This design comes from an exercise in tuning for small area and a short achievable clock period on the open sky130 flow, not from production work. Power is estimated from default activity; no workload was simulated.

## v31
==> flow/design.v <==
module dpram (
    clK,
    wr_EN,
    wr_ADDR,
    wr_DATA,
    rd_SELn,
    rd_DATA
    );
    parameter DATA = 16;
    parameter ADDR = 5;
    localparam DEPTH = 1 << ADDR;
    input  wire              clK;
    input  wire              wr_EN;
    input  wire [ADDR-1:0]   wr_ADDR;
    input  wire [DATA-1:0]   wr_DATA;
    input  wire [DEPTH-1:0]  rd_SELn;
    output reg  [DATA-1:0]   rd_DATA;
    reg  [DATA*DEPTH-1:0] Memory;
    wire [DATA*DEPTH-1:0] Memory_nxt;
    wire [DATA-1:0]       rd_mux;
    genvar r, b;
    generate
        for (r = 0; r < DEPTH; r = r + 1) begin : row
            wire we = wr_EN & (wr_ADDR == r);
            for (b = 0; b < DATA; b = b + 1) begin : bt
                dpram_wbit wbit (
                    .we(we),
                    .hold(~we),
                    .d(wr_DATA[b]),
                    .q(Memory[r*DATA + b]),
                    .nxt(Memory_nxt[r*DATA + b])
                    );
            end
        end
        for (b = 0; b < DATA; b = b + 1) begin : col
            wire [DEPTH-1:0] bits;
            for (r = 0; r < DEPTH; r = r + 1) begin : pick
                assign bits[r] = Memory[r*DATA + b];
            end
            dpram_rcol #(.DEPTH(DEPTH)) rcol (
                .bits(bits),
                .seln(rd_SELn),
                .y(rd_mux[b])
                );
        end
    endgenerate
    always @(posedge clK) begin
        Memory  <= Memory_nxt;
        rd_DATA <= rd_mux;
    end
endmodule
module dpram_wbit (we, hold, d, q, nxt);
    input  wire we;
    input  wire hold;
    input  wire d;
    input  wire q;
    output wire nxt;
    assign nxt = (d & we) | (q & hold);
endmodule
module dpram_rcol (bits, seln, y);
    parameter DEPTH = 32;
    input  wire [DEPTH-1:0] bits;
    input  wire [DEPTH-1:0] seln;
    output wire             y;
    assign y = &(bits | seln);
endmodule
module fifo (
    clK,
    fifo_WR,
    fifo_IN,
    fifo_RD,
    fifo_OUT,
    rsT,
    statuS
    );
    parameter DATA = 16;
    parameter ADDR = 5;
    localparam DEPTH = 1 << ADDR;
    input clK;
    input  wire              fifo_WR;
    input  wire [DATA-1:0]   fifo_IN;
    input  wire              fifo_RD;
    output wire [DATA-1:0]   fifo_OUT;
    input  wire              rsT;
    output wire [1:0]        statuS;
    reg         [ADDR-1:0]   Address_In;
    reg         [DEPTH-1:0]  Read_Sel_n;    
    reg         [1:0]        Diff;
    dpram #(.DATA(DATA), .ADDR(ADDR)) Fifomem (
        .clK(clK),
        .wr_EN(fifo_WR),
        .wr_ADDR(Address_In),
        .wr_DATA(fifo_IN),
        .rd_SELn(Read_Sel_n),
        .rd_DATA(fifo_OUT)
        );
    assign statuS = Diff;
    always @(posedge clK) begin
        if (rsT) begin
            Address_In <= 0;
            Read_Sel_n <= {{(DEPTH-1){1'b1}}, 1'b0};
            Diff       <= 0;
        end
        else begin
            if (fifo_WR)
                Address_In <= Address_In + 1'b1;
            if (fifo_RD)
                Read_Sel_n <= {Read_Sel_n[DEPTH-2:0], Read_Sel_n[DEPTH-1]};
            if (fifo_WR & ~fifo_RD)
                Diff <= Diff + 1'b1;
            else if (fifo_RD & ~fifo_WR)
                Diff <= Diff - 1'b1;
        end
    end
endmodule
Settings: LEC_CHECK=0, CAP_MARGIN=20, CORE_MARGIN=2, CORE_UTILIZATION=65, SETUP_SLACK_MARGIN=1.3, SLEW_MARGIN=20, SYNTH_HIERARCHICAL=1; clock period 3.0 ns.
run.sh (not shown) runs the stock make flow with config.mk's settings and CLKGATE_MAP_FILE= SYNTH_SCRIPT=/design/flow/synth_recipe.tcl, a recipe that flattens the netlist after the stock synthesis.
Modified inputs, v21 compared to v31
--- a/flow/design.v
+++ b/flow/design.v
@@ -82,32 +82,44 @@
     input  wire              fifo_RD;
     output wire [DATA-1:0]   fifo_OUT;
     input  wire              rsT;
     output wire [1:0]        statuS;
     reg         [ADDR-1:0]   Address_In;
-    reg         [DEPTH-1:0]  Read_Sel_n;    
+    reg         [3:0]        Read_Lo;
+    reg         [DEPTH/4-1:0] Read_Hi;
     reg         [1:0]        Diff;
+    wire        [DEPTH-1:0]  read_sel_n;
+    genvar r;
+    generate
+        for (r = 0; r < DEPTH; r = r + 1) begin : rsel
+            assign read_sel_n[r] = ~(Read_Lo[r % 4] & Read_Hi[r / 4]);
+        end
+    endgenerate
     dpram #(.DATA(DATA), .ADDR(ADDR)) Fifomem (
         .clK(clK),
         .wr_EN(fifo_WR),
         .wr_ADDR(Address_In),
         .wr_DATA(fifo_IN),
-        .rd_SELn(Read_Sel_n),
+        .rd_SELn(read_sel_n),
         .rd_DATA(fifo_OUT)
         );
     assign statuS = Diff;
     always @(posedge clK) begin
         if (rsT) begin
             Address_In <= 0;
-            Read_Sel_n <= {{(DEPTH-1){1'b1}}, 1'b0};
+            Read_Lo    <= 4'b0001;
+            Read_Hi    <= {{(DEPTH/4-1){1'b0}}, 1'b1};
             Diff       <= 0;
         end
         else begin
             if (fifo_WR)
                 Address_In <= Address_In + 1'b1;
-            if (fifo_RD)
-                Read_Sel_n <= {Read_Sel_n[DEPTH-2:0], Read_Sel_n[DEPTH-1]};
+            if (fifo_RD) begin
+                Read_Lo <= {Read_Lo[2:0], Read_Lo[3]};
+                if (Read_Lo[3])
+                    Read_Hi <= {Read_Hi[DEPTH/4-2:0], Read_Hi[DEPTH/4-1]};
+            end
             if (fifo_WR & ~fifo_RD)
                 Diff <= Diff + 1'b1;
             else if (fifo_RD & ~fifo_WR)
                 Diff <= Diff - 1'b1;
         end
Notes after the runs:
Share of synthesized area occupied by flip-flops and latches: v31 vs v21, no meaningful difference
For the part of the total power dissipated in the clock network, v21 came in 1.1 points lower than v31 did.
Going from v31 to v21, number of clock buffers in the layout grew slightly.
v21 has critical path depth above what v31 had.
Wire length of the first global-routing pass on v21 is ahead of v31.
Total power of v21 is lower than that of v31.
X dimension of the die: v21 vs v31 down 1.6%
Number of instances in the synthesized netlist: v21 vs v31 down 1.2%
Function was not checked in any run of this note: the RTL went through the layout flow alone.

-- separate check: timing with driven ports --
The results above use ideal ports. As a check the final layouts listed here were re-extracted and re-timed, cells and wires unchanged.
Step 1 sets driving cells, clkbuf_16 on the clock port and buf_2 on the other inputs (assumed; they add their load-dependent delay and slew).
Step 2 moves the port delays by t, midway between the first and last clock arrival at a register: inputs arrive t later, outputs are due t later. That takes back most of the time a late clock gives input paths.
a / b / c = no drivers / after step 1 / after step 2; a / b = the first two.
run	t (ns)	slack for setup (ns)	pins driven straight from the clock port
v31	0.625	1.309 / 1.286 / 0.790	1
v21	0.630	1.228 / 1.228 / 0.677	1
After both steps every run listed still meets setup and hold. The setup slack of v21, which loses most, moves by 0.000 ns with the drivers and by -0.551 ns with both steps.
